From an optimization exercise on the open Yosys and OpenROAD flow, aimed at small area; shortcuts taken in it are not production practice.
Only simulation tests tie the RTL to the original design; equivalence was not proved.
The flow treats the clock pin as an ideal source, which a real chip does not have.
Power figures rest on the tool's default switching activity, not on a simulated workload.

## try-cedar
// gate_sip_soc
module gate_sip_soc (
    input  wire        TCK,
    input  wire        TMS,
    input  wire        TDI,
    input  wire        TRST_N,
    output wire        TDO,
    input  wire [7:0]  func_in_die0,
    output wire [7:0]  func_out_die0,
    input  wire [7:0]  func_in_die1,
    output wire [7:0]  func_out_die1,
    input  wire [7:0]  func_in_die2,
    output wire [7:0]  func_out_die2,
    input  wire        scan_in,
    output wire        scan_out_die0,
    output wire        scan_out_die1,
    output wire        scan_out_die2,
    output wire [7:0]  security_status_die0,
    output wire [7:0]  security_status_die1,
    output wire [7:0]  security_status_die2,
    output wire [2:0]  tamper_detected
);
==> flow/config.mk <==
export PLATFORM = sky130hd
export DESIGN_NAME = gate_sip_soc
export DESIGN_NICKNAME = gate_sip_soc
export VERILOG_FILES = /design/flow/design.v
export SDC_FILE = /design/flow/constraint.sdc
export NUM_CORES = 4
export LEC_CHECK = 0
export CAP_MARGIN = 20
export CORE_MARGIN = 2
export CORE_UTILIZATION = 65
export SLEW_MARGIN = 20
==> flow/constraint.sdc <==
create_clock -name core_clock -period 10.0 [get_ports {TCK}]
set_input_delay 2.0000 -clock core_clock [delete_from_list [all_inputs] [get_ports {TCK}]]
set_output_delay 2.0000 -clock core_clock [all_outputs]
set_load 0.01 [all_outputs]
standard.sh (not shown) runs the stock make flow with config.mk's settings and CLKGATE_MAP_FILE= SYNTH_SCRIPT=/design/flow/synth_recipe.tcl, a recipe that flattens the netlist after the stock synthesis.
==> flow/flow/run.sh <==
#!/bin/bash
# Own layout flow: the standard flow (standard.sh) with these changes:
#  - synthesis: ABC maps with flow/area.abc (area-oriented: compress2rs-style resynthesis, then amap) instead of the speed script;
#    the rest of the synthesis script is synth_recipe.tcl unchanged;
#  - the port buffers are the smallest buffer (buf_1) instead of clkdlybuf4s50_1;
#  - the clock tree uses small clock buffers and no dummy loads.
# The make output goes to flow_make.log; each ORFS step logs under orfs/logs/.
set -euo pipefail
HERE=$(pwd)
{ head -n 1 synth_recipe.tcl
  sed "s|@ABC_SCRIPT@|$HERE/flow/area.abc|" flow/abc_override.tcl
  tail -n +2 synth_recipe.tcl; } > own_synth.tcl
sed "s|SYNTH_SCRIPT=[^ ]*|SYNTH_SCRIPT=$HERE/own_synth.tcl|" standard.sh > own_standard.sh
export BUFFER_PORTS_ARGS="-buffer_cell sky130_fd_sc_hd__buf_1"
export CTS_ARGS="-sink_clustering_enable -repair_clock_nets -dont_use_dummy_load -buf_list {sky130_fd_sc_hd__clkbuf_8} -root_buf sky130_fd_sc_hd__clkbuf_8"
bash own_standard.sh > flow_make.log 2>&1
==> flow/flow/abc_override.tcl <==
# Own synthesis: ABC maps the logic with an area-oriented script (flow/area.abc) in place of
# ORFS's speed script, and without the o22ai cells (amap pairs them with an inverter per
# input where an a22o does the same job in less area). Everything else is the standard
# synthesis, so the registers are the same.
proc abc {args} {
  set i [lsearch -exact $args -script]
  if {$i >= 0} { lset args [expr {$i + 1}] @ABC_SCRIPT@ }
  yosys abc {*}$args -dont_use sky130_fd_sc_hd__o22ai_1 -dont_use sky130_fd_sc_hd__o22ai_2 -dont_use sky130_fd_sc_hd__o22ai_4
}
==> flow/flow/area.abc <==
strash
balance -l
resub -K 6 -l
rewrite -l
resub -K 6 -N 2 -l
refactor -l
resub -K 8 -l
balance -l
resub -K 8 -N 2 -l
rewrite -l
resub -K 10 -l
rewrite -z -l
resub -K 10 -N 2 -l
balance -l
resub -K 12 -l
refactor -z -l
resub -K 12 -N 2 -l
rewrite -z -l
balance -l
dc2
dch -f
amap -E 0.01
topo
In summary, try-cedar completed successfully, with a layout that passed the timing, design-rule and antenna checks.
Input-level comparison between try-maple and try-cedar:
--- a/flow/flow/run.sh
+++ b/flow/flow/run.sh
@@ -4,5 +4,6 @@
 #    the rest of the synthesis script is synth_recipe.tcl unchanged;
 #  - the port buffers are the smallest buffer (buf_1) instead of clkdlybuf4s50_1;
-#  - the clock tree uses small clock buffers and no dummy loads.
+#  - the clock tree uses clkbuf_8 and no dummy loads; after CTS, leaf buffers driving at
+#    most 10 flip-flops are downsized to clkbuf_4 (flow/post_cts.tcl).
 # The make output goes to flow_make.log; each ORFS step logs under orfs/logs/.
 set -euo pipefail
@@ -14,3 +15,4 @@
 export BUFFER_PORTS_ARGS="-buffer_cell sky130_fd_sc_hd__buf_1"
 export CTS_ARGS="-sink_clustering_enable -repair_clock_nets -dont_use_dummy_load -buf_list {sky130_fd_sc_hd__clkbuf_8} -root_buf sky130_fd_sc_hd__clkbuf_8"
+export POST_CTS_TCL="$HERE/flow/post_cts.tcl"
 bash own_standard.sh > flow_make.log 2>&1
==> flow/flow/post_cts.tcl (new file) <==
set downsized 0
foreach inst [[ord::get_db_block] getInsts] {
  if {[[$inst getMaster] getName] ne "sky130_fd_sc_hd__clkbuf_8"} { continue }
  set out [$inst findITerm X]
  set net [$out getNet]
  if {$net eq "NULL"} { continue }
  set sinks 0
  set leaf 1
  foreach it [$net getITerms] {
    if {[$it isOutputSignal]} { continue }
    incr sinks
    if {![string match "sky130_fd_sc_hd__df*" [[[$it getInst] getMaster] getName]]} { set leaf 0 }
  }
  if {$leaf && $sinks > 0 && $sinks <= 10} {
    replace_cell [get_cells [$inst getName]] sky130_fd_sc_hd__clkbuf_4
    incr downsized
  }
}
puts "post_cts: downsized $downsized leaf clock buffers to clkbuf_4"
detailed_placement
check_placement -verbose
Findings:
try-maple vs. try-cedar: sequential share of layout area went up by 0.24 points.
~same via count in try-maple and try-cedar
Worst slack on hold paths delta (try-maple -> try-cedar): insignificant
Between try-maple and try-cedar, switching power share of the total is lower for try-cedar, try-maple comes in above that.
The time the final worst path needs with I/O delays and setup of try-maple was superior to that of try-cedar.
Changes in try-zinc relative to try-maple:
==> flow/flow/run.sh <==
#!/bin/bash
# Own layout flow: the standard flow (standard.sh) with these changes:
#  - synthesis: ABC maps with flow/area.abc (area-oriented) instead of the speed script;
#    the rest of the synthesis script is synth_recipe.tcl unchanged;
#  - the port buffers are the smallest buffer (buf_1) instead of clkdlybuf4s50_1;
#  - the clock tree uses small clock buffers and no dummy loads.
# The make output goes to flow_make.log; each ORFS step logs under orfs/logs/.
set -euo pipefail
HERE=$(pwd)
{ head -n 1 synth_recipe.tcl
  sed "s|@ABC_SCRIPT@|$HERE/flow/area.abc|" flow/abc_override.tcl
  tail -n +2 synth_recipe.tcl; } > own_synth.tcl
sed "s|SYNTH_SCRIPT=[^ ]*|SYNTH_SCRIPT=$HERE/own_synth.tcl|" standard.sh > own_standard.sh
export BUFFER_PORTS_ARGS="-buffer_cell sky130_fd_sc_hd__buf_1"
export CTS_ARGS="-sink_clustering_enable -repair_clock_nets -dont_use_dummy_load -buf_list {sky130_fd_sc_hd__clkbuf_8} -root_buf sky130_fd_sc_hd__clkbuf_8"
bash own_standard.sh > flow_make.log 2>&1
==> flow/flow/area.abc <==
strash
dc2
dch -f
amap
topo
removed: flow/flow/post_cts.tcl
Notes after the runs:
- When the final numbers for try-maple and try-zinc were put side by side, the overall track demand over capacity in global routing turned out to be smaller in try-zinc.
- try-zinc closes out successfully: all stages finished, all timing, DRC and antenna checks passed.
- [compare] base=try-maple new=try-zinc: average size of a mapped cell fell by 10%; pin slew with the least headroom to its limit now smaller.
- | worst path setup slack after routing | higher: try-zinc |
- Compared with try-maple, synthesized cell count in try-zinc increased by more than 10%.
- try-zinc reports a higher detailed-route via count than try-maple does.
- Taking try-maple as the reference, in try-zinc register share of the cell area -0.50 points, die extent in y +about 0.4%, highest attainable clock frequency +3.1%.

## afterwards: timing with drivers on the ports
The flow's constraints put no driver on any port. The routed layouts listed below were extracted and timed again, unchanged, in two steps.
Step 1 (the two cells are an assumption about what drives the block):
set clk [get_ports {TCK}]
set_driving_cell -lib_cell sky130_fd_sc_hd__clkbuf_16 $clk
set_driving_cell -lib_cell sky130_fd_sc_hd__buf_2 [delete_from_list [all_inputs] $clk]
Step 2 also shifts input and output timing later by t, the mid clock arrival at the registers, as if the neighbouring blocks saw the same clock.
Slacks: ideal ports / drivers / drivers and shift; pairs: ideal ports / drivers.
run	t (ns)	slack for setup (ns)	worst setup path at the end	worst data-port slew with drivers (ns)
try-cedar	0.481	4.619 / 4.594 / 4.594	input to output	0.16
try-maple	0.479	4.631 / 4.605 / 4.605	input to output	0.16
try-zinc	0.479	4.794 / 4.771 / 4.771	input to output	0.15
After both steps every run listed still meets setup and hold. For try-maple, which loses most, drivers alone change the setup slack by -0.026 ns; drivers and shift together by -0.026 ns.
